Background: an optimization exercise with open tools, aiming at small area, a short achievable clock period and few clock cycles. Do not read the settings as production practice. Function was checked by simulation only, so behaviour that the tests miss may differ from the original.

Setup of quartz:
## CONV
module CONV(
	input				clk,
	input				reset,
	output	reg			busy,
	input				ready,
	output	reg	[11:0]	iaddr,
	input		[19:0]	idata,
	output	reg  		cwr,
	output	reg [11:0]	caddr_wr,
	output	reg [19:0]	cdata_wr,
	output	reg 		crd,
	output	reg	[11:0]	caddr_rd,
	input		[19:0] 	cdata_rd,
	output		[2:0] 	csel
	);
export LEC_CHECK = 0
export ABC_CLOCK_PERIOD_IN_PS = 3000
export CAP_MARGIN = 20
export CORE_MARGIN = 2
export CORE_UTILIZATION = 60
export CTS_CLUSTER_DIAMETER = 100
export CTS_CLUSTER_SIZE = 20
export SLEW_MARGIN = 20
export TNS_END_PERCENT = 20
create_clock -name core_clock -period 10.0 [get_ports {clk}]
standard.sh (not shown) runs the stock make flow with config.mk's settings and CLKGATE_MAP_FILE= SYNTH_SCRIPT=/design/flow/synth_recipe.tcl, a recipe that flattens the netlist after the stock synthesis.
==> flow/flow/run.sh <==
#!/bin/bash
export SETUP_SLACK_MARGIN=6.7
export BUFFER_PORTS_ARGS="-buffer_cell sky130_fd_sc_hd__buf_2"
bash standard.sh > standard.log 2>&1
Testbench counts of quartz, summed over its fixed seeds: cycles 146,808.
Here is what was changed in the inputs of raven compared with quartz.
Settings: a deleted TNS_END_PERCENT that had been 20.
[summary]
raven was carried through to the last stage, and its layout satisfied the timing, design-rule and antenna checks. Capture point of the worst path: csel[1] -> quartz, RAc[21]$_DFF_P_ -> raven. quartz -> raven: synthesized cell count delta 0, exact match. Layout overhead on the synthesized area (raven over quartz): increase, 1.4 points. Side by side, detailed-router iteration count before antenna repair turned out higher in raven than in quartz. Compared to quartz, raven shows a wider setup margin. Ratio of cells with drive above 1 in the final layout: raven vs quartz up 2.3 points. Global placer's final weighted congestion: raven lower than quartz. Number of global-route vias before repair was lower in raven than in quartz. In the metrics for quartz and raven, the one carrying the higher final non-filler cell total is raven.
Modified inputs, indigo compared to raven
==> flow/flow/run.sh <==
#!/bin/bash
export SETUP_SLACK_MARGIN=6.9
export BUFFER_PORTS_ARGS="-buffer_cell sky130_fd_sc_hd__buf_2"
bash standard.sh > standard.log 2>&1
==> comparison <==
- | final cell count without fillers | lower: raven |
- Hold slack in indigo vs raven: up 0.0034 ns
- From raven to indigo the numbers moved as follows: global-route usage has increased, amount of wire on met2 after detailed routing has increased.
Inputs modified between indigo and xenon:
Settings: CTS_CLUSTER_SIZE: 20 -> 25; CTS_CLUSTER_DIAMETER: 100 -> 110.
==> flow/flow/run.sh <==
#!/bin/bash
export SETUP_SLACK_MARGIN=6.7
export BUFFER_PORTS_ARGS="-buffer_cell sky130_fd_sc_hd__buf_2"
bash standard.sh > standard.log 2>&1
### Flow results
xenon vs indigo, highest routed metal layer: met4 vs met5
Summary of xenon over indigo: critical path depth now sits lower, final-layout worst hold slack now sits lower, met1 demand-to-capacity share in global routing now sits lower.
Looking only at worst max-slew margin expressed relative to the limit, and setting everything else aside, the lower value of indigo and xenon goes to indigo.
[inputs] fjord vs xenon
Settings: CTS_CLUSTER_DIAMETER changed from 110 to 100; CTS_CLUSTER_SIZE changed from 25 to 20; PLACE_DENSITY newly set to 0.75.
==> summary.txt <==
Diff xenon -> fjord: part of the cycle the worst path needs went down 0.56 points; core utilization went down 0.29 points; aggregate global-route resource usage went down 0.34 points.
Worst hold slack in fjord is 0.0091 ns higher than in xenon
Normalized max-slew margin came out lower on fjord than on xenon.
Worst endpoint data arrival time (fjord over xenon): decrease, 0.02 ns
xenon → fjord: buffers plus inverters on the worst setup path -2, count of clock-buffer cells in the layout shows an increase of about 30%, final layout net count dropped about 0.5%.
The following lists how zinc was set up differently from fjord:
Settings: PLACE_DENSITY removed (was 0.75).
==> flow/flow/run.sh <==
#!/bin/bash
export SETUP_SLACK_MARGIN=6.6
export BUFFER_PORTS_ARGS="-buffer_cell sky130_fd_sc_hd__buf_2"
bash standard.sh > standard.log 2>&1
--- outcome ---
zinc | status: complete | timing, DRC, antenna: pass. Between fjord and zinc, the difference in area of the multi-input gates is negligible. Of fjord and zinc, zinc shows the lower synthesis-to-layout area growth, with fjord above it. Post-layout minimum cycle time for zinc is higher than for fjord.

==> separate check: timing with driven ports <==
No port has a modelled driver above. Below, the same layouts with a new extraction and two added sets of constraints. Step 1: set_driving_cell puts a clkbuf_16 on clk and a buf_2 on each other input, an assumption about the parent block. Step 2 times the ports against the registers' clock, not the clock port: input delays grow and output delays shrink by t, the midpoint of the rising clock arrivals with the driver on. Slacks: ideal ports / drivers / drivers and shift; pairs: ideal ports / drivers.
run | t (ns) | setup WS [ns] | hold WS [ns] | worst slew at a driven data input, ns
quartz | 0.653 | 6.601 / 6.541 / 6.607 | 0.333 / 0.333 / 0.333 | 0.03
raven | 0.643 | 6.646 / 6.646 / 6.646 | 0.325 / 0.325 / 0.325 | 0.04
indigo | 0.651 | 6.672 / 6.672 / 6.672 | 0.328 / 0.328 / 0.328 | 0.04
xenon | 0.629 | 6.573 / 6.573 / 6.573 | 0.318 / 0.318 / 0.318 | 0.04
fjord | 0.651 | 6.629 / 6.629 / 6.629 | 0.327 / 0.327 / 0.327 | 0.04
zinc | 0.641 | 6.602 / 6.599 / 6.602 | 0.326 / 0.326 / 0.326 | 0.04
After both steps setup and hold are still met in every run listed.
